Source: an optimization exercise on an open RTL-to-GDS flow (aim: a short achievable clock period and few clock cycles). Production flows keep margins and buffers that such runs may drop. In this exercise RTL edits were held to simulation tests only and were not proved equivalent to the original. Power figures rest on the tool's default switching activity, not on a simulated workload.

### flow/design.v
module core #(                              
	parameter ADDR_W = 32,
	parameter INST_W = 32,
	parameter DATA_W = 32
)(
	input                   i_clk,
	input                   i_rst_n,
	output [ ADDR_W-1 : 0 ] o_i_addr,
	input  [ INST_W-1 : 0 ] i_i_inst,
	output                  o_d_wen,
	output [ ADDR_W-1 : 0 ] o_d_addr,
	output [ DATA_W-1 : 0 ] o_d_wdata,
	input  [ DATA_W-1 : 0 ] i_d_rdata,
	output [        1 : 0 ] o_status,
	output                  o_status_valid
);
localparam OP_LW   = 6'd1;
localparam OP_SW   = 6'd2;
localparam OP_ADD  = 6'd3;
localparam OP_SUB  = 6'd4;
localparam OP_ADDI = 6'd5;
localparam OP_OR   = 6'd6;
localparam OP_XOR  = 6'd7;
localparam OP_BEQ  = 6'd8;
localparam OP_BNE  = 6'd9;
localparam OP_EOF  = 6'd10;
reg [31:0] rf [0:31];
reg [31:0] fpc;           
reg        halted;        
reg        x_valid;
reg        x_lw, x_sw, x_add, x_sub, x_addi, x_or, x_xor, x_beq, x_bne, x_eof;
reg        x_we;          
reg [4:0]  x_wa;          
reg [31:0] x_a, x_b;      
reg [14:0] x_imm;
reg [31:0] x_target;      
integer i;
wire [31:0] x_bi    = x_addi ? {17'd0, x_imm} : (x_sub ? ~x_b : x_b);
wire [32:0] x_sum   = {1'b0, x_a} + {1'b0, x_bi} + {32'd0, x_sub};
wire [31:0] x_daddr = x_a + {17'd0, x_imm};
wire        x_eq    = (x_a == x_b);
wire        x_taken = x_valid & ((x_beq & x_eq) | (x_bne & ~x_eq));
reg  [31:0] x_res;
always @(*) begin
	if (x_lw)       x_res = i_d_rdata;
	else if (x_or)  x_res = x_a | x_b;
	else if (x_xor) x_res = x_a ^ x_b;
	else            x_res = x_sum[31:0];
end
wire x_wen = x_valid & x_we;
reg [1:0] x_status;
always @(*) begin
	if (x_eof)                      x_status = 2'd3;
	else if (x_add | x_addi)        x_status = x_sum[32] ? 2'd2 : {1'b0, x_addi};
	else if (x_sub)                 x_status = x_sum[32] ? 2'd0 : 2'd2;
	else if (x_lw | x_sw | x_beq | x_bne) x_status = 2'd1;
	else                            x_status = 2'd0;
end
assign o_status       = x_status;
assign o_status_valid = x_valid;
assign o_d_wen        = x_valid & x_sw;
assign o_d_addr       = x_daddr;
assign o_d_wdata      = x_b;
wire [31:0] f_addr = x_taken ? x_target : fpc;
assign o_i_addr = f_addr;
wire [5:0] d_op = i_i_inst[31:26];
wire [4:0] d_rs = i_i_inst[25:21];
wire [4:0] d_rt = i_i_inst[20:16];
wire [4:0] d_rd = i_i_inst[15:11];
wire [14:0] d_imm = i_i_inst[14:0];
wire d_rtype = (d_op == OP_ADD) | (d_op == OP_SUB) | (d_op == OP_OR) | (d_op == OP_XOR);
wire d_itype = (d_op == OP_LW) | (d_op == OP_ADDI);
wire [31:0] d_a = (x_wen && x_wa == d_rs) ? x_res : rf[d_rs];
wire [31:0] d_b = (x_wen && x_wa == d_rt) ? x_res : rf[d_rt];
wire x_stop = x_valid & x_eof;
wire d_go   = ~halted & ~x_stop;
always @(posedge i_clk or negedge i_rst_n) begin
	if (!i_rst_n) begin
		fpc      <= 32'd0;
		halted   <= 1'b0;
		x_valid  <= 1'b0;
		x_lw <= 1'b0; x_sw <= 1'b0; x_add <= 1'b0; x_sub <= 1'b0; x_addi <= 1'b0;
		x_or <= 1'b0; x_xor <= 1'b0; x_beq <= 1'b0; x_bne <= 1'b0; x_eof <= 1'b0;
		x_we     <= 1'b0;
		x_wa     <= 5'd0;
		x_a      <= 32'd0;
		x_b      <= 32'd0;
		x_imm    <= 15'd0;
		x_target <= 32'd0;
	end else begin
		if (x_stop) halted <= 1'b1;
		x_valid  <= d_go;
		if (d_go) begin
			fpc      <= f_addr + 32'd4;
			x_lw     <= (d_op == OP_LW);
			x_sw     <= (d_op == OP_SW);
			x_add    <= (d_op == OP_ADD);
			x_sub    <= (d_op == OP_SUB);
			x_addi   <= (d_op == OP_ADDI);
			x_or     <= (d_op == OP_OR);
			x_xor    <= (d_op == OP_XOR);
			x_beq    <= (d_op == OP_BEQ);
			x_bne    <= (d_op == OP_BNE);
			x_eof    <= (d_op == OP_EOF);
			x_we     <= d_rtype | d_itype;
			x_wa     <= d_rtype ? d_rd : d_rt;
			x_a      <= d_a;
			x_b      <= d_b;
			x_imm    <= d_imm;
			x_target <= f_addr + 32'd4 + {17'd0, d_imm};
		end
	end
end
always @(posedge i_clk or negedge i_rst_n) begin
	if (!i_rst_n) begin
		for (i = 0; i < 32; i = i + 1) rf[i] <= 32'd0;
	end else if (x_wen) begin
		rf[x_wa] <= x_res;
	end
end
endmodule
### flow/constraint.sdc
create_clock -name core_clock -period 6.8 [get_ports {i_clk}]
set_input_delay 1.3600 -clock core_clock [delete_from_list [all_inputs] [get_ports {i_clk}]]
set_output_delay 1.3600 -clock core_clock [all_outputs]
set_load 0.01 [all_outputs]
### flow/run.sh
#!/bin/bash
# synth_recipe.tcl (not shown) runs the flow's synth.tcl, then flattens the netlist and writes it again
# the make line also repeats each setting of config.mk as NAME=value (left out here)
make -C /OpenROAD-flow-scripts/flow DESIGN_CONFIG=/design/flow/config.mk WORK_HOME=/design/flow/orfs CLKGATE_MAP_FILE= SYNTH_SCRIPT=/design/flow/synth_recipe.tcl finish
### flow/config.mk
export PLATFORM = sky130hd
export DESIGN_NAME = core
export DESIGN_NICKNAME = core
export VERILOG_FILES = /design/flow/design.v
export SDC_FILE = /design/flow/constraint.sdc
export NUM_CORES = 4
export LEC_CHECK = 0
export CAP_MARGIN = 20
export CORE_MARGIN = 2
export CORE_UTILIZATION = 30
export SLEW_MARGIN = 20
==> run summary <==
## sequential cells by signal, summed over array words and instances (netlist names), 5 cells and up
name and count:
rf 1024, fpc 32, x_a 32, x_b 32
x_target 32, x_imm 15, x_wa 5
## how the worst min path moves through the flow
stage | endpoint | slack (ns) | cells past startpoint
6_report | fpc[30] | 0.48 | 2
3_5_place_dp | x_target[0] | 0.46 | 2
4_1_cts | x_target[0] | 0.48 | 2
2_1_floorplan | x_target[0] | 0.44 | 2
3_3_place_gp | x_target[0] | 0.46 | 2
5_1_grt | x_target[0] | 0.51 | 2
## per-stage QoR
stage	utilization (%)	total power, mW
3_3_place_gp	32.8	25.8
4_1_cts	35.0	33.6
5_1_grt	35.1	35.8
6_report	35.1	34.2
2_1_floorplan	-	19.7
3_5_place_dp	32.8	26.1
## worst reg2reg max path, delay by kind of cell, from the launching register on
kind	cells	cell delay [ns]
DFF	1	0.44
and+or+nand+nor	7	1.98
buffers and inverters	3	0.49
muxes	2	0.71
adders and majority gates	3	0.99
xor gates and xnor gates	1	0.16
AOI/OAI and AO/OA	7	1.38
## cell usage in the layout (no fill, tap or decap), drive strengths merged, types with 10 or more instances in the layout
cell type      instances
a221o                171
clkbuf               190
nand4                 94
o31ai                 10
a21oi                286
clkinv                27
nor2                 266
o21ai               1159
nand2               1498
xnor2                120
o211ai                23
a22oi                617
o21a                  13
and3                  18
buf                  219
xor2                  36
dfrtp               1185
a22o                 177
ha                    96
a21boi                13
clkdlybuf4s50        164
a211oi                30
or2                   12
nor2b                 19
nand3                 50
inv                  110
and2                  14
mux2                  24
a21o                  32
nor3                 100
nand2b                16
nor4                  86
mux2i                 33
## repair_timing
item / CTS / global route
gates resized for setup: 0 / 1
setup buffers: 0 / 0
setup endpoints to repair: 0 / 1
endpoints found under the hold margin: 0 / 0
## layout make-up
| cell class | instances | area (sq um) | share of cell area (%) |
|---|---|---|---|
| well taps | 2688 | 3360 | 4.69 |
| clock inverters | 48 | 622 | 0.867 |
| diodes | 9 | 22.5 | 0.0314 |
| flip-flops and latches | 1185 | 29700 | 41.4 |
| clock buffers | 190 | 3830 | 5.34 |
| inverters | 104 | 390 | 0.544 |
| repair buffers | 383 | 3770 | 5.26 |
| multi-input cells | 5119 | 30000 | 41.9 |
## power breakdown
group / internal (mW) / switching, mW
Sequential: 9.51 / 2.62
Clock: 4.30 / 3.26
Combinational: 4.45 / 10.1
Total: 18.3 / 16.0
## layer usage
metal	wire length [um]	up-vias
met5	329	-
met4	25700	39
met3	47700	1656
met2	128000	5114
met1	119000	29800
li1	-	25100
## kinds of logic after synthesis
group | Yosys count | synth area share [%]
XOR/XNOR | 156 | 2.22
multiplexers | 57 | 0.999
AO/OA/AOI/OAI | 2590 | 26.9
flip-flops | 1185 | 48.1
buffers and inverters | 707 | 4.42
adder cells (fa/ha/maj) | 100 | 2.08
AND/OR/NAND/NOR | 2216 | 15.2
## Yosys cell counts, types with 97 or more instances
master,count
nand2_1,1498
dfrtp_1,1185
o21ai_0,1110
a22oi_1,617
clkbuf_1,516
a21oi_1,284
nor2_1,264
a22o_1,177
a221o_1,171
xnor2_1,120
inv_1,101
nor3_1,97
==> results.yml <==
placed_design:
  placed_area_sq_um: 67100
  dp_slack_ns: 0.516
  io_buffers: 165
  place_congestion: 0.977
  hpwlAfterDp_um: 197000
  dp.cells: 9475
sta:
  setup_viol_count_final: 0
  hold_viol: 0
  grt_setup_unrepaired: "false"
  whs_ns: 0.480
  timing.fmax_mhz: 154
  relSlewSlack_pct: 11.8
  worst_slack_ns: 0.316
  fin_setup_tns_ns: 0
  worst_pin_slew_ns: 1.32
  slew_violations: 0
  fin_skew_ns: 0.0340
  finalCriticalPeriod_ns: 6.48
  min_period_over_period_pct: 95.4
drt:
  wire_per_inst_um: 32.9
  drtIter0Drc: 11000
  avgViaCountPerCell: 6.34
  wirelength_um: 320000
  first_pass_iters: 14
  vias: 61700
  drc: 0
  ant_nets: 0
global_routing:
  grt_busiest_layer: "met2"
  grt_use_met2_pct: 41.6
  grt_max_degree: 182
  grt_pass1_vias: 57700
  global_route.usage.total_pct: 29.7
  antenna_found_initial: 31
  grt_use_met1_pct: 37.2
  met3_usage_pct: 12.7
  grt_overflow: 0
  grt_pass1_wl_um: 447000
floorplan:
  io_pins: 166
  die_w_um: 457
  die_h_um: 457
  core_area_sq_um: 204000
  start_util_pct: 30.1
  die_area_sq_um: 209000
  num_rows: 166
final_layout:
  syn2layout_area_growth_pct: 16.4
  drive_above_1_share_pct: 8.74
  n_fill_cell: 20800
  final_design_area_no_fill_sq_um: 71700
  fin_cells: 9726
  final_nets: 7094
clock_network:
  cts_buffers: 135
  clk_path_buf_depth: 3
  hold_buffers: 0
  cts_tree: "done"
  clock_sinks: 1185
  insertion_delay_ns: 0.82
  clk_pin_slew_ns: 0.06
  cts_max_level: 4
  root_buffer: "clkbuf_16"
critical_path:
  cp.arrival_ns: 5.12
  cp_cell_sequence: "xnor2_1, o21ai_0, fa_1, inv_1, fa_1, nor2b_1, o21a_1, o21ai_2, a21o_1, a21o_1, a31oi_1, buf_4, a211oi_1, or3_1, a211o_1, clkdlybuf4s50_1"
  slowest_delay_ns: 0.52
  path_buf_inv: 3
  crit_start: "x_sub"
  crit_cells: 16
  cp_top_family: "compound AO/OA/AOI/OAI gates"
  cp_slowest_cell: "dfrtp_2"
  reg2reg_depth: 23
  ff2ff_setup_slack_ns: 0.51
  crit_path_end: "o_status[0]"
  crit_type: "reg2out"
  path_max_fanout: 8
  r2r-start: "x_a[16]"
  start_kind: "flip-flop"
  cp.required_ns: 5.44
  r2r_end: "x_target[29]"
  crit_path_end_kind: "output pin"
logic_synthesis:
  ys_types: 85
  synthArstFlopShare_pct: 100
  yosys_register_bits: 1185
  synth_warnings: 2
  netlist_top_cells_area: "dfrtp_1 48%, nand2_1 9.1%, o21ai_0 9.0%, a22oi_1 7.5%, clkbuf_1 3.1%"
  netlist_area_sq_um: 61600
  synth-edff-count: 0
  synth_nets: 7177
  ys_seq_area_share_pct: 48.1
  syn-mean-instance-area_sq_um: 8.79
  synthCells: 7011
  synth_top_area_share_pct: 48.1
  synthFlopType: "dfrtp_1"
  yosys.area.top_type: "dfrtp_1"
power:
  p_leak_nw: 31.6
  ir_drop_mv: 0.397
  pwr_density_cell_nw_per_um2: 478
status:
  status: "finished clean"
worst_hold_path:
  hp-class: "reg2reg"
  worstHoldStart: "fpc[30]"
run:
  drv_cap: 0
Testbench counts, summed over its fixed seeds: cycles 20,458.

[what the ideal ports hide]
Ports are ideal in the flow. The routed layout listed here was re-timed in OpenROAD. Step 1 assumes that a clkbuf_16 drives the clock port and a buf_2 every other input. Step 2 also shifts input and output timing later by t, the mid clock arrival at the registers, as if the neighbouring blocks saw the same clock. a / b / c = no drivers / after step 1 / after step 2; a / b = the first two.
t (ns): 0.889
slack for setup (ns): 0.316 / 0.227 / 0.509
worst setup path after step 2: register to register
latest minus earliest clock arrival (ns): 0.038 / 0.039
After both steps this run still meets setup and hold. The setup slack of this run moves by -0.089 ns with the drivers and by +0.193 ns with both steps.
